From an optimization exercise on the open Yosys and OpenROAD flow, aimed at small area, a short achievable clock period and few clock cycles per item; shortcuts taken in it are not production practice.
The RTL was checked by simulation tests, not by an equivalence proof against the original design.
Power and IR drop assume default switching activity.

## flow/run.sh

```bash
#!/bin/bash
# synth_recipe.tcl (not shown) runs the flow's synth.tcl, then flattens the netlist and writes it again
# the make line also repeats each setting of config.mk as NAME=value (left out here)
make -C /OpenROAD-flow-scripts/flow DESIGN_CONFIG=/design/flow/config.mk WORK_HOME=/design/flow/orfs CLKGATE_MAP_FILE= SYNTH_SCRIPT=/design/flow/synth_recipe.tcl finish
```

## flow/config.mk

```make
export PLATFORM = sky130hd
export DESIGN_NAME = MatrixMultiplier
export DESIGN_NICKNAME = MatrixMultiplier
export VERILOG_FILES = /design/flow/design.v
export SDC_FILE = /design/flow/constraint.sdc
export NUM_CORES = 4
export LEC_CHECK = 0
export CAP_MARGIN = 20
export CORE_MARGIN = 2
export CORE_UTILIZATION = 40
export SLEW_MARGIN = 20
```

## flow/constraint.sdc

```tcl
create_clock -name core_clock -period 5.5 [get_ports {CLK}]
set_input_delay 1.1000 -clock core_clock [delete_from_list [all_inputs] [get_ports {CLK}]]
set_output_delay 1.1000 -clock core_clock [all_outputs]
set_load 0.01 [all_outputs]
```

## flow/design.v

```verilog
module FSM(
    input  wire CLK,
    input  wire NRST,
    input  wire START,
    output reg  FIRST,    
    output reg  DONE,     
    output wire IDLE
);
assign IDLE = ~FIRST & ~DONE;
always @(posedge CLK or negedge NRST) begin
    if (!NRST) begin
        FIRST <= 1'b0;
        DONE  <= 1'b0;
    end else begin
        FIRST <= IDLE & START;
        DONE  <= DONE | FIRST;
    end
end
endmodule
module Multiplier(
    input  wire [7:0]  A,
    input  wire [7:0]  B,
    output wire [15:0] P
);
assign P = $signed(A) * $signed(B);
endmodule
module Accumulator(
    input  wire         CLK,
    input  wire         CLR,     
    input  wire         HOLD,    
    input  wire [7:0]   A,
    input  wire [7:0]   B,
    output wire [16:0]  OUT
);
wire [7:0] Ag = A & {8{~HOLD}};
reg st_0_0;
wire st_0_1 = 1'b0;
reg st_1_0;
wire st_1_1 = 1'b0;
reg st_2_0;
wire st_2_1 = 1'b0;
reg st_3_0;
wire st_3_1 = 1'b0;
reg st_4_0;
wire st_4_1 = 1'b0;
reg st_5_0;
reg st_5_1;
reg st_6_0;
wire st_6_1 = 1'b0;
reg st_7_0;
reg st_7_1;
reg st_8_0;
reg st_8_1;
reg st_9_0;
reg st_9_1;
reg st_10_0;
reg st_10_1;
reg st_11_0;
reg st_11_1;
reg st_12_0;
reg st_12_1;
reg st_13_0;
reg st_13_1;
reg st_14_0;
reg st_14_1;
reg st_15_0;
wire st_15_1 = 1'b0;
reg st_16_0;
wire st_16_1 = 1'b0;
wire pp_0_0 = (Ag[0] & B[0]);
wire pp_0_1 = (Ag[0] & B[1]);
wire pp_0_2 = (Ag[0] & B[2]);
wire pp_0_3 = (Ag[0] & B[3]);
wire pp_0_4 = (Ag[0] & B[4]);
wire pp_0_5 = (Ag[0] & B[5]);
wire pp_0_6 = (Ag[0] & B[6]);
wire pp_0_7 = ~(Ag[0] & B[7]);
wire pp_1_0 = (Ag[1] & B[0]);
wire pp_1_1 = (Ag[1] & B[1]);
wire pp_1_2 = (Ag[1] & B[2]);
wire pp_1_3 = (Ag[1] & B[3]);
wire pp_1_4 = (Ag[1] & B[4]);
wire pp_1_5 = (Ag[1] & B[5]);
wire pp_1_6 = (Ag[1] & B[6]);
wire pp_1_7 = ~(Ag[1] & B[7]);
wire pp_2_0 = (Ag[2] & B[0]);
wire pp_2_1 = (Ag[2] & B[1]);
wire pp_2_2 = (Ag[2] & B[2]);
wire pp_2_3 = (Ag[2] & B[3]);
wire pp_2_4 = (Ag[2] & B[4]);
wire pp_2_5 = (Ag[2] & B[5]);
wire pp_2_6 = (Ag[2] & B[6]);
wire pp_2_7 = ~(Ag[2] & B[7]);
wire pp_3_0 = (Ag[3] & B[0]);
wire pp_3_1 = (Ag[3] & B[1]);
wire pp_3_2 = (Ag[3] & B[2]);
wire pp_3_3 = (Ag[3] & B[3]);
wire pp_3_4 = (Ag[3] & B[4]);
wire pp_3_5 = (Ag[3] & B[5]);
wire pp_3_6 = (Ag[3] & B[6]);
wire pp_3_7 = ~(Ag[3] & B[7]);
wire pp_4_0 = (Ag[4] & B[0]);
wire pp_4_1 = (Ag[4] & B[1]);
wire pp_4_2 = (Ag[4] & B[2]);
wire pp_4_3 = (Ag[4] & B[3]);
wire pp_4_4 = (Ag[4] & B[4]);
wire pp_4_5 = (Ag[4] & B[5]);
wire pp_4_6 = (Ag[4] & B[6]);
wire pp_4_7 = ~(Ag[4] & B[7]);
wire pp_5_0 = (Ag[5] & B[0]);
wire pp_5_1 = (Ag[5] & B[1]);
wire pp_5_2 = (Ag[5] & B[2]);
wire pp_5_3 = (Ag[5] & B[3]);
wire pp_5_4 = (Ag[5] & B[4]);
wire pp_5_5 = (Ag[5] & B[5]);
wire pp_5_6 = (Ag[5] & B[6]);
wire pp_5_7 = ~(Ag[5] & B[7]);
wire pp_6_0 = (Ag[6] & B[0]);
wire pp_6_1 = (Ag[6] & B[1]);
wire pp_6_2 = (Ag[6] & B[2]);
wire pp_6_3 = (Ag[6] & B[3]);
wire pp_6_4 = (Ag[6] & B[4]);
wire pp_6_5 = (Ag[6] & B[5]);
wire pp_6_6 = (Ag[6] & B[6]);
wire pp_6_7 = ~(Ag[6] & B[7]);
wire pp_7_0 = ~(Ag[7] & B[0]);
wire pp_7_1 = ~(Ag[7] & B[1]);
wire pp_7_2 = ~(Ag[7] & B[2]);
wire pp_7_3 = ~(Ag[7] & B[3]);
wire pp_7_4 = ~(Ag[7] & B[4]);
wire pp_7_5 = ~(Ag[7] & B[5]);
wire pp_7_6 = ~(Ag[7] & B[6]);
wire pp_7_7 = (Ag[7] & B[7]);
wire sg_0_0 = st_0_0 & ~CLR;
wire sg_0_1 = st_0_1 & ~CLR;
wire sg_1_0 = st_1_0 & ~CLR;
wire sg_1_1 = st_1_1 & ~CLR;
wire sg_2_0 = st_2_0 & ~CLR;
wire sg_2_1 = st_2_1 & ~CLR;
wire sg_3_0 = st_3_0 & ~CLR;
wire sg_3_1 = st_3_1 & ~CLR;
wire sg_4_0 = st_4_0 & ~CLR;
wire sg_4_1 = st_4_1 & ~CLR;
wire sg_5_0 = st_5_0 & ~CLR;
wire sg_5_1 = st_5_1 & ~CLR;
wire sg_6_0 = st_6_0 & ~CLR;
wire sg_6_1 = st_6_1 & ~CLR;
wire sg_7_0 = st_7_0 & ~CLR;
wire sg_7_1 = st_7_1 & ~CLR;
wire sg_8_0 = st_8_0 & ~CLR;
wire sg_8_1 = st_8_1 & ~CLR;
wire sg_9_0 = st_9_0 & ~CLR;
wire sg_9_1 = st_9_1 & ~CLR;
wire sg_10_0 = st_10_0 & ~CLR;
wire sg_10_1 = st_10_1 & ~CLR;
wire sg_11_0 = st_11_0 & ~CLR;
wire sg_11_1 = st_11_1 & ~CLR;
wire sg_12_0 = st_12_0 & ~CLR;
wire sg_12_1 = st_12_1 & ~CLR;
wire sg_13_0 = st_13_0 & ~CLR;
wire sg_13_1 = st_13_1 & ~CLR;
wire sg_14_0 = st_14_0 & ~CLR;
wire sg_14_1 = st_14_1 & ~CLR;
wire sg_15_0 = st_15_0 & ~CLR;
wire sg_15_1 = st_15_1 & ~CLR;
wire sg_16_0 = st_16_0 & ~CLR;
wire sg_16_1 = st_16_1 & ~CLR;
wire s959 = sg_0_0 ^ sg_0_1 ^ pp_0_0;
wire c960 = (sg_0_0 & sg_0_1) | (sg_0_0 & pp_0_0) | (sg_0_1 & pp_0_0);
wire s961 = sg_1_0 ^ sg_1_1 ^ pp_0_1;
wire c962 = (sg_1_0 & sg_1_1) | (sg_1_0 & pp_0_1) | (sg_1_1 & pp_0_1);
wire s963 = pp_1_0 ^ c960 ^ s961;
wire c964 = (pp_1_0 & c960) | (pp_1_0 & s961) | (c960 & s961);
wire s965 = sg_2_0 ^ sg_2_1 ^ pp_0_2;
wire c966 = (sg_2_0 & sg_2_1) | (sg_2_0 & pp_0_2) | (sg_2_1 & pp_0_2);
wire s967 = pp_1_1 ^ pp_2_0 ^ c962;
wire c968 = (pp_1_1 & pp_2_0) | (pp_1_1 & c962) | (pp_2_0 & c962);
wire s969 = s965 ^ c964 ^ s967;
wire c970 = (s965 & c964) | (s965 & s967) | (c964 & s967);
wire s971 = sg_3_0 ^ sg_3_1 ^ pp_0_3;
wire c972 = (sg_3_0 & sg_3_1) | (sg_3_0 & pp_0_3) | (sg_3_1 & pp_0_3);
wire s973 = pp_1_2 ^ pp_2_1 ^ pp_3_0;
wire c974 = (pp_1_2 & pp_2_1) | (pp_1_2 & pp_3_0) | (pp_2_1 & pp_3_0);
wire s975 = c966 ^ s971 ^ s973;
wire c976 = (c966 & s971) | (c966 & s973) | (s971 & s973);
wire s977 = c968 ^ s975 ^ c970;
wire c978 = (c968 & s975) | (c968 & c970) | (s975 & c970);
wire s979 = sg_4_0 ^ sg_4_1 ^ pp_0_4;
wire c980 = (sg_4_0 & sg_4_1) | (sg_4_0 & pp_0_4) | (sg_4_1 & pp_0_4);
wire s981 = pp_1_3 ^ pp_2_2 ^ pp_3_1;
wire c982 = (pp_1_3 & pp_2_2) | (pp_1_3 & pp_3_1) | (pp_2_2 & pp_3_1);
wire s983 = pp_4_0 ^ c972 ^ c974;
wire c984 = (pp_4_0 & c972) | (pp_4_0 & c974) | (c972 & c974);
wire s985 = s979 ^ s981 ^ c976;
wire c986 = (s979 & s981) | (s979 & c976) | (s981 & c976);
wire s987 = s983 ^ s985 ^ c978;
wire c988 = (s983 & s985) | (s983 & c978) | (s985 & c978);
wire s989 = sg_5_0 ^ sg_5_1 ^ pp_0_5;
wire c990 = (sg_5_0 & sg_5_1) | (sg_5_0 & pp_0_5) | (sg_5_1 & pp_0_5);
wire s991 = pp_1_4 ^ pp_2_3 ^ pp_3_2;
wire c992 = (pp_1_4 & pp_2_3) | (pp_1_4 & pp_3_2) | (pp_2_3 & pp_3_2);
wire s993 = pp_4_1 ^ pp_5_0 ^ c980;
wire c994 = (pp_4_1 & pp_5_0) | (pp_4_1 & c980) | (pp_5_0 & c980);
wire s995 = c982 ^ s989 ^ s991;
wire c996 = (c982 & s989) | (c982 & s991) | (s989 & s991);
wire s997 = c984 ^ s993 ^ s995;
wire c998 = (c984 & s993) | (c984 & s995) | (s993 & s995);
wire s999 = c986 ^ s997;
wire c1000 = c986 & s997;
wire s1001 = sg_6_0 ^ sg_6_1 ^ pp_0_6;
wire c1002 = (sg_6_0 & sg_6_1) | (sg_6_0 & pp_0_6) | (sg_6_1 & pp_0_6);
wire s1003 = pp_1_5 ^ pp_2_4 ^ pp_3_3;
wire c1004 = (pp_1_5 & pp_2_4) | (pp_1_5 & pp_3_3) | (pp_2_4 & pp_3_3);
wire s1005 = pp_4_2 ^ pp_5_1 ^ pp_6_0;
wire c1006 = (pp_4_2 & pp_5_1) | (pp_4_2 & pp_6_0) | (pp_5_1 & pp_6_0);
wire s1007 = c990 ^ c992 ^ s1001;
wire c1008 = (c990 & c992) | (c990 & s1001) | (c992 & s1001);
wire s1009 = s1003 ^ s1005 ^ c994;
wire c1010 = (s1003 & s1005) | (s1003 & c994) | (s1005 & c994);
wire s1011 = c996 ^ s1007 ^ s1009;
wire c1012 = (c996 & s1007) | (c996 & s1009) | (s1007 & s1009);
wire s1013 = c998 ^ c1000 ^ s1011;
wire c1014 = (c998 & c1000) | (c998 & s1011) | (c1000 & s1011);
wire s1015 = sg_7_0 ^ sg_7_1 ^ pp_0_7;
wire c1016 = (sg_7_0 & sg_7_1) | (sg_7_0 & pp_0_7) | (sg_7_1 & pp_0_7);
wire s1017 = pp_1_6 ^ pp_2_5 ^ pp_3_4;
wire c1018 = (pp_1_6 & pp_2_5) | (pp_1_6 & pp_3_4) | (pp_2_5 & pp_3_4);
wire s1019 = pp_4_3 ^ pp_5_2 ^ pp_6_1;
wire c1020 = (pp_4_3 & pp_5_2) | (pp_4_3 & pp_6_1) | (pp_5_2 & pp_6_1);
wire s1021 = pp_7_0 ^ c1002 ^ c1004;
wire c1022 = (pp_7_0 & c1002) | (pp_7_0 & c1004) | (c1002 & c1004);
wire s1023 = c1006 ^ s1015 ^ s1017;
wire c1024 = (c1006 & s1015) | (c1006 & s1017) | (s1015 & s1017);
wire s1025 = s1019 ^ c1008 ^ s1021;
wire c1026 = (s1019 & c1008) | (s1019 & s1021) | (c1008 & s1021);
wire s1027 = s1023 ^ c1010 ^ s1025;
wire c1028 = (s1023 & c1010) | (s1023 & s1025) | (c1010 & s1025);
wire s1029 = c1012 ^ s1027;
wire c1030 = c1012 & s1027;
wire s1031 = 1'b1 ^ sg_8_0 ^ sg_8_1;
wire c1032 = (1'b1 & sg_8_0) | (1'b1 & sg_8_1) | (sg_8_0 & sg_8_1);
wire s1033 = pp_1_7 ^ pp_2_6 ^ pp_3_5;
wire c1034 = (pp_1_7 & pp_2_6) | (pp_1_7 & pp_3_5) | (pp_2_6 & pp_3_5);
wire s1035 = pp_4_4 ^ pp_5_3 ^ pp_6_2;
wire c1036 = (pp_4_4 & pp_5_3) | (pp_4_4 & pp_6_2) | (pp_5_3 & pp_6_2);
wire s1037 = pp_7_1 ^ s1031 ^ c1016;
wire c1038 = (pp_7_1 & s1031) | (pp_7_1 & c1016) | (s1031 & c1016);
wire s1039 = c1018 ^ c1020 ^ s1033;
wire c1040 = (c1018 & c1020) | (c1018 & s1033) | (c1020 & s1033);
wire s1041 = s1035 ^ c1022 ^ c1024;
wire c1042 = (s1035 & c1022) | (s1035 & c1024) | (c1022 & c1024);
wire s1043 = s1037 ^ s1039 ^ c1026;
wire c1044 = (s1037 & s1039) | (s1037 & c1026) | (s1039 & c1026);
wire s1045 = s1041 ^ c1028 ^ s1043;
wire c1046 = (s1041 & c1028) | (s1041 & s1043) | (c1028 & s1043);
wire s1047 = sg_9_0 ^ sg_9_1 ^ c1032;
wire c1048 = (sg_9_0 & sg_9_1) | (sg_9_0 & c1032) | (sg_9_1 & c1032);
wire s1049 = pp_2_7 ^ pp_3_6 ^ pp_4_5;
wire c1050 = (pp_2_7 & pp_3_6) | (pp_2_7 & pp_4_5) | (pp_3_6 & pp_4_5);
wire s1051 = pp_5_4 ^ pp_6_3 ^ pp_7_2;
wire c1052 = (pp_5_4 & pp_6_3) | (pp_5_4 & pp_7_2) | (pp_6_3 & pp_7_2);
wire s1053 = c1034 ^ c1036 ^ s1047;
wire c1054 = (c1034 & c1036) | (c1034 & s1047) | (c1036 & s1047);
wire s1055 = s1049 ^ s1051 ^ c1038;
wire c1056 = (s1049 & s1051) | (s1049 & c1038) | (s1051 & c1038);
wire s1057 = c1040 ^ s1053 ^ c1042;
wire c1058 = (c1040 & s1053) | (c1040 & c1042) | (s1053 & c1042);
wire s1059 = s1055 ^ c1044 ^ s1057;
wire c1060 = (s1055 & c1044) | (s1055 & s1057) | (c1044 & s1057);
wire s1061 = sg_10_0 ^ sg_10_1 ^ pp_3_7;
wire c1062 = (sg_10_0 & sg_10_1) | (sg_10_0 & pp_3_7) | (sg_10_1 & pp_3_7);
wire s1063 = pp_4_6 ^ pp_5_5 ^ pp_6_4;
wire c1064 = (pp_4_6 & pp_5_5) | (pp_4_6 & pp_6_4) | (pp_5_5 & pp_6_4);
wire s1065 = pp_7_3 ^ c1048 ^ c1050;
wire c1066 = (pp_7_3 & c1048) | (pp_7_3 & c1050) | (c1048 & c1050);
wire s1067 = c1052 ^ s1061 ^ s1063;
wire c1068 = (c1052 & s1061) | (c1052 & s1063) | (s1061 & s1063);
wire s1069 = c1054 ^ s1065 ^ s1067;
wire c1070 = (c1054 & s1065) | (c1054 & s1067) | (s1065 & s1067);
wire s1071 = c1056 ^ s1069 ^ c1058;
wire c1072 = (c1056 & s1069) | (c1056 & c1058) | (s1069 & c1058);
wire s1073 = sg_11_0 ^ sg_11_1 ^ pp_4_7;
wire c1074 = (sg_11_0 & sg_11_1) | (sg_11_0 & pp_4_7) | (sg_11_1 & pp_4_7);
wire s1075 = pp_5_6 ^ pp_6_5 ^ pp_7_4;
wire c1076 = (pp_5_6 & pp_6_5) | (pp_5_6 & pp_7_4) | (pp_6_5 & pp_7_4);
wire s1077 = c1062 ^ c1064 ^ s1073;
wire c1078 = (c1062 & c1064) | (c1062 & s1073) | (c1064 & s1073);
wire s1079 = s1075 ^ c1066 ^ c1068;
wire c1080 = (s1075 & c1066) | (s1075 & c1068) | (c1066 & c1068);
wire s1081 = s1077 ^ c1070 ^ s1079;
wire c1082 = (s1077 & c1070) | (s1077 & s1079) | (c1070 & s1079);
wire s1083 = sg_12_0 ^ sg_12_1 ^ pp_5_7;
wire c1084 = (sg_12_0 & sg_12_1) | (sg_12_0 & pp_5_7) | (sg_12_1 & pp_5_7);
wire s1085 = pp_6_6 ^ pp_7_5 ^ c1074;
wire c1086 = (pp_6_6 & pp_7_5) | (pp_6_6 & c1074) | (pp_7_5 & c1074);
wire s1087 = c1076 ^ s1083 ^ c1078;
wire c1088 = (c1076 & s1083) | (c1076 & c1078) | (s1083 & c1078);
wire s1089 = s1085 ^ c1080 ^ s1087;
wire c1090 = (s1085 & c1080) | (s1085 & s1087) | (c1080 & s1087);
wire s1091 = sg_13_0 ^ sg_13_1 ^ pp_6_7;
wire c1092 = (sg_13_0 & sg_13_1) | (sg_13_0 & pp_6_7) | (sg_13_1 & pp_6_7);
wire s1093 = pp_7_6 ^ c1084 ^ s1091;
wire c1094 = (pp_7_6 & c1084) | (pp_7_6 & s1091) | (c1084 & s1091);
wire s1095 = c1086 ^ s1093 ^ c1088;
wire c1096 = (c1086 & s1093) | (c1086 & c1088) | (s1093 & c1088);
wire s1097 = sg_14_0 ^ sg_14_1 ^ pp_7_7;
wire c1098 = (sg_14_0 & sg_14_1) | (sg_14_0 & pp_7_7) | (sg_14_1 & pp_7_7);
wire s1099 = c1092 ^ s1097 ^ c1094;
wire c1100 = (c1092 & s1097) | (c1092 & c1094) | (s1097 & c1094);
wire s1101 = 1'b1 ^ sg_15_0 ^ sg_15_1;
wire c1102 = (1'b1 & sg_15_0) | (1'b1 & sg_15_1) | (sg_15_0 & sg_15_1);
wire s1103 = s1101 ^ c1098 ^ c1100;
wire c1104 = (s1101 & c1098) | (s1101 & c1100) | (c1098 & c1100);
wire s1105 = 1'b1 ^ sg_16_0 ^ sg_16_1;
wire c1106 = (1'b1 & sg_16_0) | (1'b1 & sg_16_1) | (sg_16_0 & sg_16_1);
wire s1107 = c1102 ^ s1105 ^ c1104;
wire c1108 = (c1102 & s1105) | (c1102 & c1104) | (s1105 & c1104);
always @(posedge CLK) begin
    st_0_0 <= s959;
    st_1_0 <= s963;
    st_2_0 <= s969;
    st_3_0 <= s977;
    st_4_0 <= s987;
    st_5_0 <= s999;
    st_5_1 <= c988;
    st_6_0 <= s1013;
    st_7_0 <= c1014;
    st_7_1 <= s1029;
    st_8_0 <= c1030;
    st_8_1 <= s1045;
    st_9_0 <= c1046;
    st_9_1 <= s1059;
    st_10_0 <= c1060;
    st_10_1 <= s1071;
    st_11_0 <= s1081;
    st_11_1 <= c1072;
    st_12_0 <= c1082;
    st_12_1 <= s1089;
    st_13_0 <= c1090;
    st_13_1 <= s1095;
    st_14_0 <= s1099;
    st_14_1 <= c1096;
    st_15_0 <= s1103;
    st_16_0 <= s1107;
end
wire [16:0] r0 = {st_16_0, st_15_0, st_14_0, st_13_0, st_12_0, st_11_0, st_10_0, st_9_0, st_8_0, st_7_0, st_6_0, st_5_0, st_4_0, st_3_0, st_2_0, st_1_0, st_0_0};
wire [16:0] r1 = {1'b0, 1'b0, st_14_1, st_13_1, st_12_1, st_11_1, st_10_1, st_9_1, st_8_1, st_7_1, 1'b0, st_5_1, 1'b0, 1'b0, 1'b0, 1'b0, 1'b0};
assign OUT = r0 + r1;
endmodule
module MatrixMultiplier(
input   wire            CLK,
input   wire            NRST,  
input   wire            START,
input   wire    [7:0]   A,
input   wire    [7:0]   B,
output  wire    [16:0]  OUT,
output  wire            OUT_STROBE
);
wire first, done, idle;
FSM U1(.CLK(CLK), .NRST(NRST), .START(START), .FIRST(first), .DONE(done), .IDLE(idle));
Accumulator U3(.CLK(CLK), .CLR(idle), .HOLD(done), .A(A), .B(B), .OUT(OUT));
assign OUT_STROBE = done;
endmodule
```

==> results of run 1 <==
==> report_power, final <==
part / switching (uW) / internal (uW)
combinational: 751 / 754
clock: 71.3 / 64.3
sequential: 63.3 / 320
==> final timing paths <==
path	start	end	slack [ns]	depth (start not counted)
max in group asynchronous	NRST	U1.DONE$_DFF_PN0_	4.40	1
setup / recovery	A[1]	U3.st_8_1$_DFF_P_	1.32	11
hold / removal	U1.FIRST$_DFF_PN0_	U1.FIRST$_DFF_PN0_	0.57	2
min in group asynchronous	NRST	U1.DONE$_DFF_PN0_	0.98	1
hold reg to reg	U1.FIRST$_DFF_PN0_	U1.FIRST$_DFF_PN0_	0.57	2
setup reg to reg	U1.DONE$_DFF_PN0_	U3.st_6_0$_DFF_P_	1.78	9
==> layer usage <==
metal | global-route usage | wire, um
met1 | 0.2410 | 3143
met2 | 0.2565 | 2754
met3 | 0.01284 | 154
met4 | 0.03623 | 64
met5 | 0 | 0
==> kinds of logic after synthesis <==
family | after synthesis | share of synthesized area
and+or+nand+nor | 120 | 0.1906
adders and majority gates | 82 | 0.4642
xor gates and xnor gates | 11 | 0.02984
buffers and inverters | 69 | 0.08757
AOI/OAI and AO/OA | 17 | 0.05114
DFF | 28 | 0.1767
==> per-stage QoR <==
| stage | total power, uW | worst slack, ns |
|---|---|---|
| after floorplan | 1411 | 1.673 |
| after global placement | 1878 | 1.045 |
| after detailed placement | 1918 | 0.9834 |
| after CTS | 2060 | 1.302 |
| after global routing | 2299 | 1.105 |
| final | 2023 | 1.324 |
==> placed cells by master (no fill, tap or decap) <==
cell type and count:
a21boi_1 1, a21oi_1 1, a21oi_2 2, a221oi_1 1, a22oi_4 1, a311o_1 1, a31oi_1 2, a31oi_4 1
and2_1 50, and3_1 1, clkbuf_8 4, clkdlybuf4s50_1 36, dfrtp_1 2, dfxtp_1 26, fa_1 63, ha_1 19
inv_1 60, nand2_1 44, nand2b_1 1, nand3_1 6, nand4_1 1, nor2_1 7, nor2b_1 8, nor3_1 1
nor3b_1 1, o211ai_2 1, o21ai_0 1, o21ai_1 1, o21bai_1 1, o221ai_1 1, o22ai_1 1, o41ai_2 1
xnor2_1 8, xor2_1 3
==> worst max-delay path, cell delays in order <==
cell             delay [ns]
clkdlybuf4s50_1        0.44
nor2b_1                0.39
nand2_1                0.15
fa_1                   0.44
inv_1                  0.08
fa_1                   0.41
inv_1                  0.08
fa_1                   0.42
fa_1                   0.36
inv_1                  0.08
fa_1                   0.40
==> cell type report <==
cell class	instances	area, sq um
fill	776	4053
multi-input combinational	230	2376
sequential	28	570.5
timing repair buffer	36	360.3
inverter	60	225.2
tap	102	127.6
clock buffer	4	55.05
==> implementation parameters, run 1 <==
Parameter                              Value

Status
  Result of the run ... timing/DRC/antenna clean

Placement
  Final RePlAce weighted congestion ... 0.7983
  Number of placed cells counting well taps ... 456
  DPL Wire Length ... 5171 um
  Dpl cell area ... 3660 sq um
  Number of port buffers ... 36

Yosys
  Count of mapped cells out of synthesis ... 327
  Net count of the mapped netlist ... 428
  Most frequently used flop master after synthesis ... dfxtp_1
  #FFs+latches synth ... 28
  Count of unique library cells instantiated by Yosys ... 34
  Part of the Yosys area used for sequential elements ... 0.1767
  Top area cells in the synthesized netlist ... fa_1 39%, dfxtp_1 16%, and2_1 9.7%
  Dominant cell by count in the synthesized netlist ... fa_1
  Number of enable flip-flop cells after synthesis ... 0
  Syn avg cell area ... 9.876 sq um
  Yosys top cell by area ... fa_1
  Yosys Warn Count ... 2
  Most instantiated cells after synthesis ... 63 x fa_1, 60 x inv_1, 50 x and2_1
  Fraction of synthesized cell area taken by the top area cell type ... 0.3905
  Share of flip-flops with an asynchronous set or reset after synthesis ... 0.07143
  Cell area after technology mapping ... 3229 sq um

Clocking
  Post-CTS sizing ... 0
  Count of H-tree levels built during CTS ... 1
  Clock root buffer ... clkbuf_8
  CTS tree ... yes
  Number of buffers inserted by post-CTS setup repair ... 0
  Clock input transition at the sequential cells of the worst setup and hold paths ... 0.11 ns
  Number of buffers inserted for hold repair after clock tree synthesis ... 0
  Clk Latency, worst-skew pair ... 0.29 ns
  Number of clock buffers inserted by TritonCTS ... 3
  Clock buffer depth ... 2
  CTS sink cnt ... 28

Global routing
  Aggregate global routing overflow ... 0
  Total GRT Usage ... 0.1612
  Initial antenna violation count ... 0
  Vias in the first global route ... 2,349
  Wire length of the first global-routing pass ... 11,030 um
  Largest net degree at the start of global routing ... 27

STA
  Final max-slew violation count ... 0
  Slew at the pin closest to its max-slew limit ... 0.7886 ns
  Worst hold-check slack ... 0.5693 ns
  Upper clock frequency limit ... 239.5 MHz
  Worst clock skew on the final layout ... 0.01775 ns
  Slew headroom ... 0.4737
  Final Hold Vio Count ... 0
  Crit share post-route ... 0.7592
  Setup tns final ... 0 ns
  Final critical delay including setup and external delays ... 4.176 ns
  Final setup fails ... 0
  Unrepaired setup endpoints after global routing ... false

Detailed routing
  Detail Route Antenna Nets ... 0
  Final routed wirelength across all metal layers ... 6116 um
  Wire length per cell ... 13.30 um
  Final routed DRC violation total ... 0
  Number of vias per cell after detailed routing ... 4.578
  First drt pass iteration count ... 4
  Initial DRC count ... 44
  Number of vias after detailed routing ... 2,106

Layout
  Core utilization of the finished layout ... 0.4783
  Synth-to-Final Area Change ... 15.03%
  Final nets ... 460
  Total non-filler cell area in the finished layout ... 3715 sq um
  Antenna diode count ... 0
  Non-filler cells in the finished layout ... 460
  Layout cell share with drive strength beyond 1 ... 0.02793

Setup path
  Worst Path Arrival ... 4.36 ns
  Required time of the critical path ... 5.68 ns
  Worst Path Class, Setup ... input port to flip-flop
  Critical path capture point type ... flip-flop
  Maximum fanout encountered on the critical timing path ... 8
  Type of origin of the critical path ... input port

Pwr
  Power per Cell Area ... 544.6 nW/um^2
  Worst ir drop on vdd ... 0.0002262 V
  Leakage Power ... 0.001683 uW

Die
  Height of the die ... 93.85 um
  DIE AREA ... 8808 sq um
  Number of ports placed on the die boundary ... 37
  Cell row count ... 32
  Initial core utilization ... 0.4158
  Die extent in x ... 93.85 um
  Area of the core ... 7767 sq um

Hold path
  Worst min path class ... flip-flop to flip-flop

Job
  Number of maximum-capacitance constraint violations ... 0
Testbench counts, summed over its fixed seeds: cycles 4,800, items 2,400.
==> run 2: changes to the inputs <==
--- a/flow/config.mk
+++ b/flow/config.mk
@@ -8,4 +8,5 @@
 export CAP_MARGIN = 20
 export CORE_MARGIN = 2
 export CORE_UTILIZATION = 40
+export SETUP_SLACK_MARGIN = 3.0
 export SLEW_MARGIN = 20
==> implementation parameters, run 2 <==
Parameter                              Value

Placement
  DPL Wire Length ... 5231 um
  Number of port buffers ... 36
  Worst setup timing slack at the placement stage ... 1.027 ns
  Number of placed cells counting well taps ... 456
  Final RePlAce weighted congestion ... 0.8012

STA
  Setup tns final ... 0 ns
  Crit share post-route ... 0.6404
  Worst clock skew on the final layout ... 0.004361 ns
  Slew headroom ... 0.8287
  Final Hold Vio Count ... 0
  Upper clock frequency limit ... 283.9 MHz
  Slew at the pin closest to its max-slew limit ... 0.2564 ns
  Unrepaired setup endpoints after global routing ... true
  Least setup slack across all paths after layout ... 1.978 ns
  Final max-slew violation count ... 0
  Final critical delay including setup and external delays ... 3.522 ns
  Worst hold-check slack ... 0.6123 ns
  Final setup fails ... 0

Yosys
  Number of enable flip-flop cells after synthesis ... 0
  Top area cells in the synthesized netlist ... fa_1 39%, dfxtp_1 16%, and2_1 9.7%
  Most frequently used flop master after synthesis ... dfxtp_1
  Syn avg cell area ... 9.876 sq um
  Count of unique library cells instantiated by Yosys ... 34
  Yosys top cell by area ... fa_1
  #FFs+latches synth ... 28
  Count of mapped cells out of synthesis ... 327
  Share of flip-flops with an asynchronous set or reset after synthesis ... 0.07143
  Part of the Yosys area used for sequential elements ... 0.1767
  Fraction of synthesized cell area taken by the top area cell type ... 0.3905
  Dominant cell by count in the synthesized netlist ... fa_1
  Net count of the mapped netlist ... 428
  Yosys Warn Count ... 2
  Most instantiated cells after synthesis ... 63 x fa_1, 60 x inv_1, 50 x and2_1
  Cell area after technology mapping ... 3229 sq um

Layout
  Fill count ... 699
  Layout cell share with drive strength beyond 1 ... 0.4625
  Commonest non-fill, non-tap cells in the layout ... 39 x inv_1, 36 x nand2_1, 35 x fa_1
  Synth-to-Final Area Change ... 36.42%
  Final nets ... 489
  Most common cell after layout, fill and taps aside ... inv_1
  Antenna diode count ... 0
  Non-filler cells in the finished layout ... 489

Pwr
  Fraction of power spent switching nets ... 0.4433
  Leakage Power ... 0.001907 uW
  Power consumption ... 2345 uW
  Worst ir drop on vdd ... 0.0002243 V
  Internal power ... 1305 uW
  Switching power summed over all nets ... 1039 uW
  Sequential group share of total power ... 0.179
  Power per Cell Area ... 532.3 nW/um^2
  Power share of the clock group ... 0.072
  Fraction of power consumed by combinational cells ... 0.748

Setup path
  Type of origin of the critical path ... input port
  Cells along the critical path ... buf_6, nor2b_4, buf_6, and2_1, fa_1, inv_2, fa_2, inv_2, fa_1, inv_1, fa_1, inv_1, fa_2
  Maximum fanout encountered on the critical timing path ... 3
  Reg-to-Reg End ... U3.st_10_1$_DFF_P_
  Reg-to-reg setup timing slack ... 2.06 ns
  CP endpoint ... U3.st_9_1$_DFF_P_
  Worst reg-to-reg path cell count ... 10
  Critical path capture point type ... flip-flop
  Cell type of the slowest stage on the worst timing path ... fa_1
  CP max stage delay ... 0.50 ns
  Worst Path Class, Setup ... input port to flip-flop
  Required time of the critical path ... 5.74 ns
  Worst Path Arrival ... 3.76 ns
  Source of the critical timing path ... A[3]
  Cell type with the highest occurrence count on the critical path ... fa_1
  Crit Reg-Reg Startpoint ... U1.DONE$_DFF_PN0_

Clocking
  CTS tree ... yes
  Clock buffer depth ... 2
  CTS sink cnt ... 28
  Clock root buffer ... clkbuf_8
  Clk Latency, worst-skew pair ... 0.28 ns
  Number of clock buffers inserted by TritonCTS ... 3
  Clock input transition at the sequential cells of the worst setup and hold paths ... 0.11 ns
  Count of H-tree levels built during CTS ... 1

Die
  Height of the die ... 93.85 um
  Number of ports placed on the die boundary ... 37
  Initial core utilization ... 0.4158
  DIE AREA ... 8808 sq um
  Area of the core ... 7767 sq um
  Die extent in x ... 93.85 um
  Cell row count ... 32

Detailed routing
  First drt pass iteration count ... 4
  Initial DRC count ... 48
  Number of vias after detailed routing ... 2,336
  Final routed DRC violation total ... 0
  Detail Route Antenna Nets ... 0
  Final routed wirelength across all metal layers ... 7068 um
  Number of vias per cell after detailed routing ... 4.777
  Wire length per cell ... 14.45 um

Job
  Number of maximum-capacitance constraint violations ... 0

Global routing
  Aggregate global routing overflow ... 0
  Total GRT Usage ... 0.1773
  Wire length of the first global-routing pass ... 12,370 um
  Initial antenna violation count ... 0
  Largest net degree at the start of global routing ... 17
  Vias in the first global route ... 2,591

Hold path
  Worst min path class ... flip-flop to flip-flop

Status
  Result of the run ... timing/DRC/antenna clean
## run 2: cell counts after synthesis
No cell type changed its count.
## run 2: cell families (layout without fill, tap and decap cells)
group                    after synthesis  after routing  share of synthesized area
flip-flops                            28             28                     0.1767
AND/OR/NAND/NOR                      120            120                     0.1906
XOR/XNOR                              11             11                    0.02984
adder cells (fa/ha/maj)               82             82                     0.4642
AO/OA/AOI/OAI                         17             17                    0.05114
buffers and inverters                 69            129                    0.08757
## run 2: worst max-delay path, delay by kind of cell
kind / cells / cell delay [ns]
adders and majority gates: 5 / 1.97
and+or+nand+nor: 2 / 0.28
buffers and inverters: 6 / 0.42
## run 2: worst min-delay path by stage
stage	from	to	slack [ns]	cells after the start
final	U3.st_0_0$_DFF_P_	U3.st_0_0$_DFF_P_	0.61	2
after global routing	U3.st_0_0$_DFF_P_	U3.st_0_0$_DFF_P_	0.64	2
after CTS	U3.st_0_0$_DFF_P_	U3.st_0_0$_DFF_P_	0.62	2
after detailed placement	U1.FIRST$_DFF_PN0_	U1.FIRST$_DFF_PN0_	0.57	2
after global placement	U1.FIRST$_DFF_PN0_	U1.FIRST$_DFF_PN0_	0.57	2
after floorplan	U1.FIRST$_DFF_PN0_	U1.FIRST$_DFF_PN0_	0.53	2
## run 2: per-stage QoR
stage                 util  area, sq um
floorplan                -         3333
global placement    0.4837         3757
detailed placement  0.4837         3757
CTS                 0.5538         4302
global route        0.5672         4405
finish              0.5672         4405
## run 2: repair_timing
item | 4_1_cts | 5_1_grt
setup buffers | 22 | 6
gates cloned | 1 | 0
pin swaps | 46 | 24
endpoints found under the setup margin | 38 | 33
resized for setup | 197 | 36
hold buffers | 0 | 0
## run 2: power by group through the flow
| stage | registers (uW) | clock network, uW | logic (uW) |
|---|---|---|---|
| 2_1_floorplan | 374 | 0 | 1080 |
| 3_3_place_gp | 393 | 0 | 1520 |
| 3_5_place_dp | 395 | 0 | 1550 |
| 4_1_cts | 421 | 173 | 1690 |
| 5_1_grt | 434 | 180 | 2020 |
| 6_report | 420 | 170 | 1750 |
## run 2: routing by layer
| layer | vias to the layer above | GRT usage | routed length, um | share of wire |
|---|---|---|---|---|
| li1 | 1099 | - | - | - |
| met1 | 1193 | 0.2585 | 3413 | 0.48 |
| met2 | 37 | 0.2893 | 3398 | 0.48 |
| met3 | 7 | 0.01605 | 176 | 0.025 |
| met4 | 0 | 0.03865 | 79 | 0.011 |
| met5 | - | 0 | 0 | 0 |
## run 2: final cells by class
| cell class | instances | area (sq um) | share of cell area |
|---|---|---|---|
| Multi-Input combinational cell | 230 | 2833 | 0.6430 |
| Sequential cell | 28 | 588.1 | 0.1335 |
| Timing Repair Buffer | 64 | 549.3 | 0.1247 |
| Inverter | 60 | 229.0 | 0.05197 |
| Tap cell | 102 | 127.6 | 0.02897 |
| Clock buffer | 3 | 41.29 | 0.009372 |
| Clock inverter | 1 | 30.03 | 0.006816 |
| Timing Repair inverter | 1 | 7.507 | 0.001704 |
==> run 3: changes to the inputs <==
--- a/flow/config.mk
+++ b/flow/config.mk
@@ -8,5 +8,5 @@
 export CAP_MARGIN = 20
 export CORE_MARGIN = 2
 export CORE_UTILIZATION = 40
-export SETUP_SLACK_MARGIN = 3.0
+export SETUP_SLACK_MARGIN = 1.5
 export SLEW_MARGIN = 20
==> implementation parameters, run 3 <==
Parameter                              Value

Yosys
  Yosys top cell by area ... fa_1
  Top area cells in the synthesized netlist ... fa_1 39%, dfxtp_1 16%, and2_1 9.7%
  Part of the Yosys area used for sequential elements ... 0.1767
  Yosys Warn Count ... 2
  Count of mapped cells out of synthesis ... 327
  Most instantiated cells after synthesis ... 63 x fa_1, 60 x inv_1, 50 x and2_1
  Number of enable flip-flop cells after synthesis ... 0
  Most frequently used flop master after synthesis ... dfxtp_1
  Net count of the mapped netlist ... 428
  Share of flip-flops with an asynchronous set or reset after synthesis ... 0.07143
  #FFs+latches synth ... 28
  Fraction of synthesized cell area taken by the top area cell type ... 0.3905
  Syn avg cell area ... 9.876 sq um
  Cell area after technology mapping ... 3229 sq um
  Count of unique library cells instantiated by Yosys ... 34
  Dominant cell by count in the synthesized netlist ... fa_1

Die
  Die extent in x ... 93.85 um
  Cell row count ... 32
  DIE AREA ... 8808 sq um
  Number of ports placed on the die boundary ... 37
  Initial core utilization ... 0.4158
  Height of the die ... 93.85 um
  Area of the core ... 7767 sq um

Detailed routing
  First drt pass iteration count ... 4
  Number of vias per cell after detailed routing ... 4.564
  Wire length per cell ... 13.62 um
  Final routed wirelength across all metal layers ... 6400 um
  Initial DRC count ... 56
  Final routed DRC violation total ... 0
  Detail Route Antenna Nets ... 0
  Number of vias after detailed routing ... 2,145

Clocking
  Count of H-tree levels built during CTS ... 1
  CTS sink cnt ... 28
  Number of clock buffers inserted by TritonCTS ... 3
  CTS tree ... yes
  Clk Latency, worst-skew pair ... 0.29 ns
  Clock input transition at the sequential cells of the worst setup and hold paths ... 0.12 ns
  Clock root buffer ... clkbuf_8
  Clock buffer depth ... 2

Global routing
  Aggregate global routing overflow ... 0
  Largest net degree at the start of global routing ... 27
  Initial antenna violation count ... 0
  Total GRT Usage ... 0.1619
  Wire length of the first global-routing pass ... 11,080 um
  Vias in the first global route ... 2,355

STA
  Crit share post-route ... 0.7057
  Setup tns final ... 0 ns
  Worst clock skew on the final layout ... 0.01938 ns
  Final setup fails ... 0
  Slew at the pin closest to its max-slew limit ... 0.6298 ns
  Final critical delay including setup and external delays ... 3.881 ns
  Unrepaired setup endpoints after global routing ... true
  Upper clock frequency limit ... 257.6 MHz
  Final Hold Vio Count ... 0
  Slew headroom ... 0.5801
  Final max-slew violation count ... 0

Setup path
  Maximum fanout encountered on the critical timing path ... 6
  Crit Reg-Reg Startpoint ... U1.DONE$_DFF_PN0_
  Type of origin of the critical path ... input port
  Worst Path Class, Setup ... input port to flip-flop
  Required time of the critical path ... 5.69 ns
  Worst Path Arrival ... 4.07 ns
  Source of the critical timing path ... A[1]
  Critical path capture point type ... flip-flop

Pwr
  Fraction of power consumed by combinational cells ... 0.745
  Sequential group share of total power ... 0.188
  Worst ir drop on vdd ... 0.0002279 V
  Leakage Power ... 0.001777 uW
  Fraction of power spent switching nets ... 0.4378
  Power per Cell Area ... 530.5 nW/um^2
  Internal power ... 1149 uW
  Switching power summed over all nets ... 894.4 uW
  Power consumption ... 2043 uW
  Power share of the clock group ... 0.067

Layout
  Most common cell after layout, fill and taps aside ... fa_1
  Non-filler cells in the finished layout ... 470
  Antenna diode count ... 0
  Layout cell share with drive strength beyond 1 ... 0.09239
  Commonest non-fill, non-tap cells in the layout ... 61 x fa_1, 58 x inv_1, 50 x and2_1
  Core utilization of the finished layout ... 0.4958
  Fill count ... 768
  Synth-to-Final Area Change ... 19.26%
  Final nets ... 470

Hold path
  Worst min path class ... flip-flop to flip-flop
  Hold Crit Start ... U3.st_0_0$_DFF_P_

Job
  Number of maximum-capacitance constraint violations ... 0

Placement
  Final RePlAce weighted congestion ... 0.7983
  Number of port buffers ... 36
  DPL Wire Length ... 5171 um
  Number of placed cells counting well taps ... 456

Status
  Result of the run ... timing/DRC/antenna clean
run 3: cell counts after synthesis:
Identical to the previous run, type by type.
run 3: power groups by stage:
| stage | combinational [uW] | clock [uW] | sequential, uW |
|---|---|---|---|
| floorplan | 1040 | 0 | 366 |
| global placement | 1490 | 0 | 383 |
| detailed placement | 1530 | 0 | 389 |
| CTS | 1540 | 138 | 385 |
| global route | 1770 | 146 | 399 |
| finish | 1520 | 136 | 385 |
run 3: final timing paths:
path,depth (start not counted),slack [ns],end
min in group asynchronous,1,0.98,U1.DONE$_DFF_PN0_
min reg2reg,2,0.60,U3.st_0_0$_DFF_P_
max reg2reg,10,1.79,U3.st_6_0$_DFF_P_
min,2,0.60,U3.st_0_0$_DFF_P_
max,10,1.62,U3.st_7_1$_DFF_P_
max in group asynchronous,1,4.40,U1.DONE$_DFF_PN0_
run 3: layout make-up:
class                           count  area, sq um  share of cell area
Tap cell                          102        127.6             0.03314
Inverter                           60        229.0             0.05945
Multi-Input combinational cell    230         2426              0.6300
Clock buffer                        4        55.05             0.01430
Timing Repair inverter              1        7.507            0.001949
Timing Repair Buffer               45        435.4              0.1131
Sequential cell                    28        570.5              0.1481
run 3: cells by family after synthesis:
| logic type | after synthesis | synth area share |
|---|---|---|
| flops | 28 | 0.1767 |
| compound gates | 17 | 0.05114 |
| xor+xnor | 11 | 0.02984 |
| simple gates | 120 | 0.1906 |
| fa+ha+maj | 82 | 0.4642 |
| buf+inv | 69 | 0.08757 |
run 3: timing repair:
action | CTS | global route
hold endpoints to repair | 0 | 0
resized for setup | 4 | 18
setup endpoints to repair | 8 | 14
hold buffers | 0 | 0
gates cloned | 0 | 1
setup buffers | 0 | 9
run 3: metrics by stage:
step / area, sq um / setup slack [ns] / hold WS (ns)
floorplan: 3229 / 1.673 / 0.5318
global placement: 3660 / 1.045 / 0.5493
detailed placement: 3660 / 0.9834 / 0.5530
CTS: 3725 / 1.440 / 0.5709
finish: 3851 / 1.619 / 0.6013
global route: 3851 / 1.487 / 0.6579
run 3: worst max-delay path: stages:
cell and delay, ns:
clkdlybuf4s50_1 0.40, nor2b_4 0.14, and2_1 0.20, fa_1 0.46, fa_1 0.41, inv_1 0.09
fa_1 0.44, fa_2 0.53, inv_1 0.04, ha_1 0.27
run 3: routing by layer:
layer  global-route usage  share of wire  vias to the layer above
met1               0.2426           0.51                     1040
li1                     -              -                     1058
met5                    0              0                        -
met3              0.01284          0.028                        6
met4              0.03623          0.015                        0
met2               0.2571           0.45                       41
==> run 4: changes to the inputs <==
==> flow/flow/run.sh (new file) <==
#!/bin/bash
# Standard ORFS layout; only the port buffers are the plain buf_1 (sized up by repair as needed)
# instead of the delay-cell buffer buffer_ports picks by default.
set -euo pipefail
bash standard.sh "BUFFER_PORTS_ARGS=-buffer_cell sky130_fd_sc_hd__buf_1" finish > standard_make.log 2>&1
==> flow/standard.sh (new file) <==
#!/bin/bash
# synth_recipe.tcl (not shown) runs the flow's synth.tcl, then flattens the netlist and writes it again
# the make line also repeats each setting of config.mk as NAME=value (left out here)
make -C /OpenROAD-flow-scripts/flow DESIGN_CONFIG=/design/flow/config.mk WORK_HOME=/design/flow/orfs CLKGATE_MAP_FILE= SYNTH_SCRIPT=/design/flow/synth_recipe.tcl "${@:-finish}"
removed: flow/run.sh
==> implementation parameters, run 4 <==
Parameter                              Value

Status
  Result of the run ... timing/DRC/antenna clean

Clocking
  Clock input transition at the sequential cells of the worst setup and hold paths ... 0.11 ns
  Number of buffers inserted by post-CTS setup repair ... 0
  Clock root buffer ... clkbuf_8
  CTS tree ... yes
  Clk Latency, worst-skew pair ... 0.28 ns
  Number of buffers inserted for hold repair after clock tree synthesis ... 0
  Post-CTS sizing ... 0
  Count of H-tree levels built during CTS ... 1
  Clock buffer depth ... 2
  Number of clock buffers inserted by TritonCTS ... 3
  CTS sink cnt ... 28

Detailed routing
  Initial DRC count ... 53
  Wire length per cell ... 13.17 um
  Final routed DRC violation total ... 0
  First drt pass iteration count ... 4
  Number of vias after detailed routing ... 2,096
  Detail Route Antenna Nets ... 0
  Final routed wirelength across all metal layers ... 6056 um
  Number of vias per cell after detailed routing ... 4.557

Yosys
  Count of unique library cells instantiated by Yosys ... 34
  Multiplexer area fraction after synthesis ... 0
  Net count of the mapped netlist ... 428
  Share of the synthesized area in compound gates (AO/OA/AOI/OAI) ... 0.05114
  Most instantiated cells after synthesis ... 63 x fa_1, 60 x inv_1, 50 x and2_1
  Yosys Warn Count ... 2
  Number of enable flip-flop cells after synthesis ... 0
  Part of the Yosys area used for sequential elements ... 0.1767
  Dominant cell by count in the synthesized netlist ... fa_1
  Fraction of synthesized cell area taken by the top area cell type ... 0.3905
  Most frequently used flop master after synthesis ... dfxtp_1
  Simple-Gate Fraction of Synth Area ... 0.1906
  Top area cells in the synthesized netlist ... fa_1 39%, dfxtp_1 16%, and2_1 9.7%
  Syn avg cell area ... 9.876 sq um
  Adder-cell share of the synthesized area ... 0.4642
  Yosys top cell by area ... fa_1
  Combinational family with the most area after synthesis ... adder cells
  Share of flip-flops with an asynchronous set or reset after synthesis ... 0.07143
  Count of mapped cells out of synthesis ... 327
  Cell area after technology mapping ... 3229 sq um
  #FFs+latches synth ... 28
  Post-Synth XOR/XNOR Area ... 0.02983

Layout
  Commonest non-fill, non-tap cells in the layout ... 63 x fa_1, 60 x inv_1, 50 x and2_1
  Layout cell share with drive strength beyond 1 ... 0.02793
  Most common cell after layout, fill and taps aside ... fa_1
  Final nets ... 460
  Fill count ... 763
  Non-filler cells in the finished layout ... 460
  Antenna diode count ... 0
  Synth-to-Final Area Change ... 8.059%

STA
  Upper clock frequency limit ... 261.4 MHz
  Final setup fails ... 0
  Slew headroom ... 0.4963
  Final max-slew violation count ... 0
  Worst clock skew on the final layout ... 0.01518 ns
  Crit share post-route ... 0.6955
  Slew at the pin closest to its max-slew limit ... 0.7547 ns
  Final critical delay including setup and external delays ... 3.825 ns
  Setup tns final ... 0 ns
  Unrepaired setup endpoints after global routing ... false
  Final Hold Vio Count ... 0

Pwr
  Leakage Power ... 0.001586 uW
  Worst ir drop on vdd ... 0.0001789 V
  Power per Cell Area ... 527.4 nW/um^2
  Fraction of power spent switching nets ... 0.4798
  Sequential group share of total power ... 0.206
  Fraction of power consumed by combinational cells ... 0.721
  Switching power summed over all nets ... 883.0 uW
  Internal power ... 957.4 uW
  Power share of the clock group ... 0.073

Global routing
  Wire length of the first global-routing pass ... 11,160 um
  Initial antenna violation count ... 0
  Vias in the first global route ... 2,368
  Largest net degree at the start of global routing ... 27
  Aggregate global routing overflow ... 0
  Total GRT Usage ... 0.1608

Setup path
  Reg-to-reg setup timing slack ... 1.80 ns
  Worst Path Class, Setup ... input port to flip-flop
  Reg-to-Reg End ... U3.st_6_0$_DFF_P_
  Type of origin of the critical path ... input port
  Maximum fanout encountered on the critical timing path ... 8
  Worst Path Arrival ... 4.00 ns
  Required time of the critical path ... 5.68 ns
  Crit Reg-Reg Startpoint ... U1.DONE$_DFF_PN0_
  Worst reg-to-reg path cell count ... 9
  Critical path capture point type ... flip-flop
  Source of the critical timing path ... A[1]

Placement
  Number of placed cells counting well taps ... 456
  DPL Wire Length ... 5127 um
  Final RePlAce weighted congestion ... 0.8185
  Number of port buffers ... 36

Hold path
  Hold Crit Start ... U1.FIRST$_DFF_PN0_
  End point of the worst hold path ... U1.FIRST$_DFF_PN0_
  Hold-critical path depth ... 2
  Worst min path class ... flip-flop to flip-flop

Job
  Number of maximum-capacitance constraint violations ... 0

Die
  Height of the die ... 93.85 um
  DIE AREA ... 8808 sq um
  Area of the core ... 7767 sq um
  Initial core utilization ... 0.4158
  Cell row count ... 32
  Die extent in x ... 93.85 um
  Number of ports placed on the die boundary ... 37
[run 4: cell counts after synthesis]
No cell type changed its count.
[run 4: critical path, cell delays in order]
cell and delay [ns]:
buf_1 0.06, nor2b_1 0.40, nand2_1 0.15, fa_1 0.44, inv_1 0.08, fa_1 0.41
inv_1 0.08, fa_1 0.42, fa_1 0.36, inv_1 0.09, fa_1 0.41
[run 4: per-layer routing]
layer / vias up / wire length (um) / global-route usage
met5: - / 0 / 0
met2: 30 / 2657 / 0.2530
met4: 0 / 47 / 0.03623
met1: 1025 / 3206 / 0.2435
li1: 1039 / - / -
met3: 2 / 144 / 0.01124
[run 4: stage by stage]
stage	setup WS, ns	util	total power, uW	hold slack (ns)	cell area [sq um]
floorplan	1.673	-	1411	0.5318	3229
global placement	1.435	0.4422	1695	0.5477	3435
detailed placement	1.335	0.4422	1739	0.5528	3435
CTS	1.655	0.4493	1879	0.5676	3490
global route	1.520	0.4493	2114	0.5765	3490
finish	1.675	0.4493	1840	0.5639	3490
[run 4: worst max-delay path by stage]
stage and to:
2_1_floorplan U3.st_8_1$_DFF_P_, 3_3_place_gp U3.st_8_1$_DFF_P_, 3_5_place_dp U3.st_8_1$_DFF_P_, 4_1_cts U3.st_8_1$_DFF_P_
5_1_grt U3.st_8_1$_DFF_P_, 6_report U3.st_8_1$_DFF_P_
[run 4: cell type report]
type	instances	area, sq um	area share
multi-input combinational	230	2376	0.6809
sequential	28	570.5	0.1635
inverter	60	225.2	0.06454
timing repair buffer	36	135.1	0.03872
tap	102	127.6	0.03657
clock buffer	4	55.05	0.01578
[run 4: power groups by stage]
| stage | Sequential (uW) | Clock (uW) | Combinational, uW |
|---|---|---|---|
| after floorplan | 366 | 0 | 1040 |
| after global placement | 382 | 0 | 1310 |
| after detailed placement | 386 | 0 | 1350 |
| after CTS | 382 | 139 | 1360 |
| after global routing | 394 | 145 | 1580 |
| final | 380 | 134 | 1330 |
[run 4: cell families after synthesis]
kind of cell | Yosys count
compound gates | 17
buf+inv | 69
flops | 28
fa+ha+maj | 82
xor+xnor | 11
simple gates | 120
==> run 5: changes to the inputs <==
==> flow/flow/run.sh (replaced) <==
#!/bin/bash
# Standard ORFS layout with two changes:
#  - synthesis leaves full and half adders to ABC as plain gates (no ADDER_MAP_FILE);
#  - the port buffers are buf_1 (sized up by repair as needed) instead of the delay-cell
#    buffer that buffer_ports picks by default.
set -euo pipefail
bash standard.sh "ADDER_MAP_FILE=" "BUFFER_PORTS_ARGS=-buffer_cell sky130_fd_sc_hd__buf_1" finish > standard_finish.log 2>&1
==> implementation parameters, run 5 <==
Parameter                              Value

Yosys
  Share of flip-flops with an asynchronous set or reset after synthesis ... 0.07143
  Yosys top cell by area ... xnor2_1
  Adder-cell share of the synthesized area ... 0.1041
  Net count of the mapped netlist ... 543
  Most instantiated cells after synthesis ... 80 x nand2_1, 75 x xnor2_1, 55 x nor2_1
  Part of the Yosys area used for sequential elements ... 0.1465
  Multiplexer area fraction after synthesis ... 0
  Simple-Gate Fraction of Synth Area ... 0.2249
  Syn avg cell area ... 7.431 sq um
  Most frequently used flop master after synthesis ... dfxtp_1
  #FFs+latches synth ... 28
  Post-Synth XOR/XNOR Area ... 0.2998
  Share of the synthesized area in compound gates (AO/OA/AOI/OAI) ... 0.1706
  Number of enable flip-flop cells after synthesis ... 0
  Cell area after technology mapping ... 3894 sq um
  Fraction of synthesized cell area taken by the top area cell type ... 0.1687
  Combinational family with the most area after synthesis ... XOR/XNOR gates
  Count of unique library cells instantiated by Yosys ... 53
  Count of mapped cells out of synthesis ... 524
  Dominant cell by count in the synthesized netlist ... nand2_1
  Top area cells in the synthesized netlist ... xnor2_1 17%, dfxtp_1 13%, maj3_1 9.3%
  Yosys Warn Count ... 2

Clocking
  CTS sink cnt ... 28
  Count of H-tree levels built during CTS ... 1
  Clk Latency, worst-skew pair ... 0.29 ns
  Clock input transition at the sequential cells of the worst setup and hold paths ... 0.11 ns
  CTS tree ... yes
  Clock root buffer ... clkbuf_8
  Clock buffer depth ... 2
  Number of buffers inserted by post-CTS setup repair ... 0
  Number of clock buffers inserted by TritonCTS ... 3

STA
  Worst clock skew on the final layout ... 0.006171 ns
  Slew at the pin closest to its max-slew limit ... 0.8504 ns
  Slew headroom ... 0.4331
  Upper clock frequency limit ... 265.9 MHz
  Final setup fails ... 0
  Unrepaired setup endpoints after global routing ... false
  Crit share post-route ... 0.6839
  Final max-slew violation count ... 0
  Final Hold Vio Count ... 0
  Final critical delay including setup and external delays ... 3.762 ns
  Setup tns final ... 0 ns

Layout
  Final nets ... 549
  Total area of multi-input combinational cells ... 3113 sq um
  Antenna diode count ... 0
  Footprint of the flip-flops and latches ... 571.8 sq um
  Most common cell after layout, fill and taps aside ... nand2_1
  Layout cell share with drive strength beyond 1 ... 0.03592
  Total non-filler cell area in the finished layout ... 4090 sq um
  Commonest non-fill, non-tap cells in the layout ... 80 x nand2_1, 75 x xnor2_1, 55 x nor2_1
  Fill count ... 980
  Non-filler cells in the finished layout ... 662
  Synth-to-Final Area Change ... 5.045%

Die
  Area of the core ... 9594 sq um
  DIE AREA ... 10,540 sq um
  Die extent in x ... 102.7 um
  Height of the die ... 102.7 um
  Initial core utilization ... 0.4058
  Cell row count ... 36
  Number of ports placed on the die boundary ... 37

Status
  Result of the run ... timing/DRC/antenna clean

Hold path
  Hold-critical path depth ... 1
  Worst min path class ... flip-flop to flip-flop

Setup path
  Worst Path Arrival ... 2.66 ns
  Type of origin of the critical path ... flip-flop
  Maximum fanout encountered on the critical timing path ... 7
  Critical path capture point type ... output port
  Worst reg-to-reg path cell count ... 8
  Required time of the critical path ... 4.40 ns
  Worst Path Class, Setup ... flip-flop to output port

Global routing
  Total GRT Usage ... 0.1779
  Aggregate global routing overflow ... 0
  Wire length of the first global-routing pass ... 15,120 um
  Vias in the first global route ... 3,205
  Largest net degree at the start of global routing ... 53
  Initial antenna violation count ... 0

Placement
  Final RePlAce weighted congestion ... 0.8258
  Dpl cell area ... 4035 sq um
  DPL Wire Length ... 7381 um
  Number of port buffers ... 36
  Number of placed cells counting well taps ... 658

Detailed routing
  Number of vias after detailed routing ... 3,546
  Final routed DRC violation total ... 0
  Final routed wirelength across all metal layers ... 9376 um
  Detail Route Antenna Nets ... 0
  Initial DRC count ... 156
  Number of vias per cell after detailed routing ... 5.356
  First drt pass iteration count ... 5
  Wire length per cell ... 14.16 um

Job
  Number of maximum-capacitance constraint violations ... 0

Pwr
  Worst ir drop on vdd ... 0.0001788 V
  Power per Cell Area ... 519.4 nW/um^2
  Leakage Power ... 0.001474 uW
-- run 5: kinds of logic (layout without fill, tap and decap cells) --
logic type | Yosys count | count (layout)
AO/OA/AOI/OAI | 98 | 98
XOR/XNOR | 117 | 117
flip-flops | 28 | 28
buffers and inverters | 45 | 50
AND/OR/NAND/NOR | 196 | 196
adder cells (fa/ha/maj) | 40 | 40
-- run 5: path summary, 6_finish.rpt --
kind | slack [ns] | start | end
min in group asynchronous | 0.56 | NRST | U1.DONE$_DFF_PN0_
hold / removal | 0.50 | U3.st_16_0$_DFF_P_ | U3.st_16_0$_DFF_P_
hold reg to reg | 0.50 | U3.st_16_0$_DFF_P_ | U3.st_16_0$_DFF_P_
setup / recovery | 1.74 | U3.st_5_0$_DFF_P_ | OUT[15]
max in group asynchronous | 4.81 | NRST | U1.DONE$_DFF_PN0_
setup reg to reg | 2.19 | U1.DONE$_DFF_PN0_ | U3.st_9_0$_DFF_P_
-- run 5: layer usage --
layer / up-vias / global-route usage / share of wire
met5: - / 0 / 0
met4: 0 / 0.03692 / 0.0099
met3: 9 / 0.01424 / 0.045
met2: 79 / 0.3047 / 0.48
met1: 1662 / 0.2453 / 0.47
li1: 1796 / - / -
-- run 5: final cells by class --
type / instances / share of cell area
Multi-Input combinational cell: 451 / 0.7611
Sequential cell: 28 / 0.1398
Tap cell: 133 / 0.04069
Timing Repair Buffer: 39 / 0.03854
Clock buffer: 4 / 0.01346
Inverter: 7 / 0.006424
-- run 5: what timing repair did --
| item | 4_1_cts | 5_1_grt |
|---|---|---|
| hold buffers | 0 | 0 |
| resized for setup | 0 | 1 |
| hold endpoints to repair | 0 | 0 |
| setup endpoints to repair | 0 | 2 |
-- run 5: stage by stage --
stage          hold slack, ns  total power (uW)  setup WS, ns    util
6_report               0.4992              2124         1.739  0.4263
5_1_grt                0.5298              2333         1.535  0.4263
4_1_cts                0.5002              2141         1.560  0.4263
3_5_place_dp           0.4742              1995         1.719  0.4206
3_3_place_gp           0.4701              1954         1.774  0.4206
2_1_floorplan          0.4411              1721         2.111       -
-- run 5: worst max-delay path, stage by stage, from the launching register on --
cell	delay, ns
dfxtp_1	0.50
a41oi_1	0.23
o21ai_1	0.28
o2111ai_1	0.20
a31oi_1	0.34
maj3_1	0.29
a21oi_1	0.07
nor2_1	0.12
xor2_1	0.16
buf_1	0.16
-- run 5: report_power, final --
group          total (uW)  internal (uW)  switching [uW]
clock network         143           64.5            78.0
registers             454            315             139
logic                1530            744             784

==> port drivers added, routing unchanged <==
Ports are ideal in the flow. The routed layouts listed here were re-timed in OpenROAD. Step 1, drivers: a clkbuf_16 drives CLK and a buf_2 each remaining input, both assumed. Step 2 adds t to the input delays and takes it off the output delays; t is the mean of the earliest and latest rising clock arrival at the registers after step 1. Input paths then give back, and output paths get back, about the clock's delay inside the block. Slacks: ideal ports / drivers / drivers and shift; pairs: ideal ports / drivers.
run | t (ns) | setup slack, ns | hold slack, ns | clock arrival spread, ns | worst register clock-pin slew, ns
run 1 | 0.310 | 1.324 / 1.329 / 1.019 | 0.569 / 0.569 / 0.569 | 0.018 / 0.018 | 0.11 / 0.11
run 2 | 0.312 | 1.978 / 1.976 / 1.664 | 0.612 / 0.612 / 0.612 | 0.004 / 0.004 | 0.11 / 0.11
run 3 | 0.310 | 1.619 / 1.626 / 1.315 | 0.601 / 0.601 / 0.601 | 0.020 / 0.019 | 0.12 / 0.12
run 4 | 0.305 | 1.675 / 1.680 / 1.375 | 0.564 / 0.564 / 0.564 | 0.016 / 0.016 | 0.11 / 0.11
run 5 | 0.320 | 1.738 / 1.708 / 1.709 | 0.499 / 0.499 / 0.499 | 0.007 / 0.006 | 0.11 / 0.11
After both steps setup and hold are still met in every run listed. For run 2, which loses most, drivers alone change the setup slack by -0.002 ns; drivers and shift together by -0.314 ns.
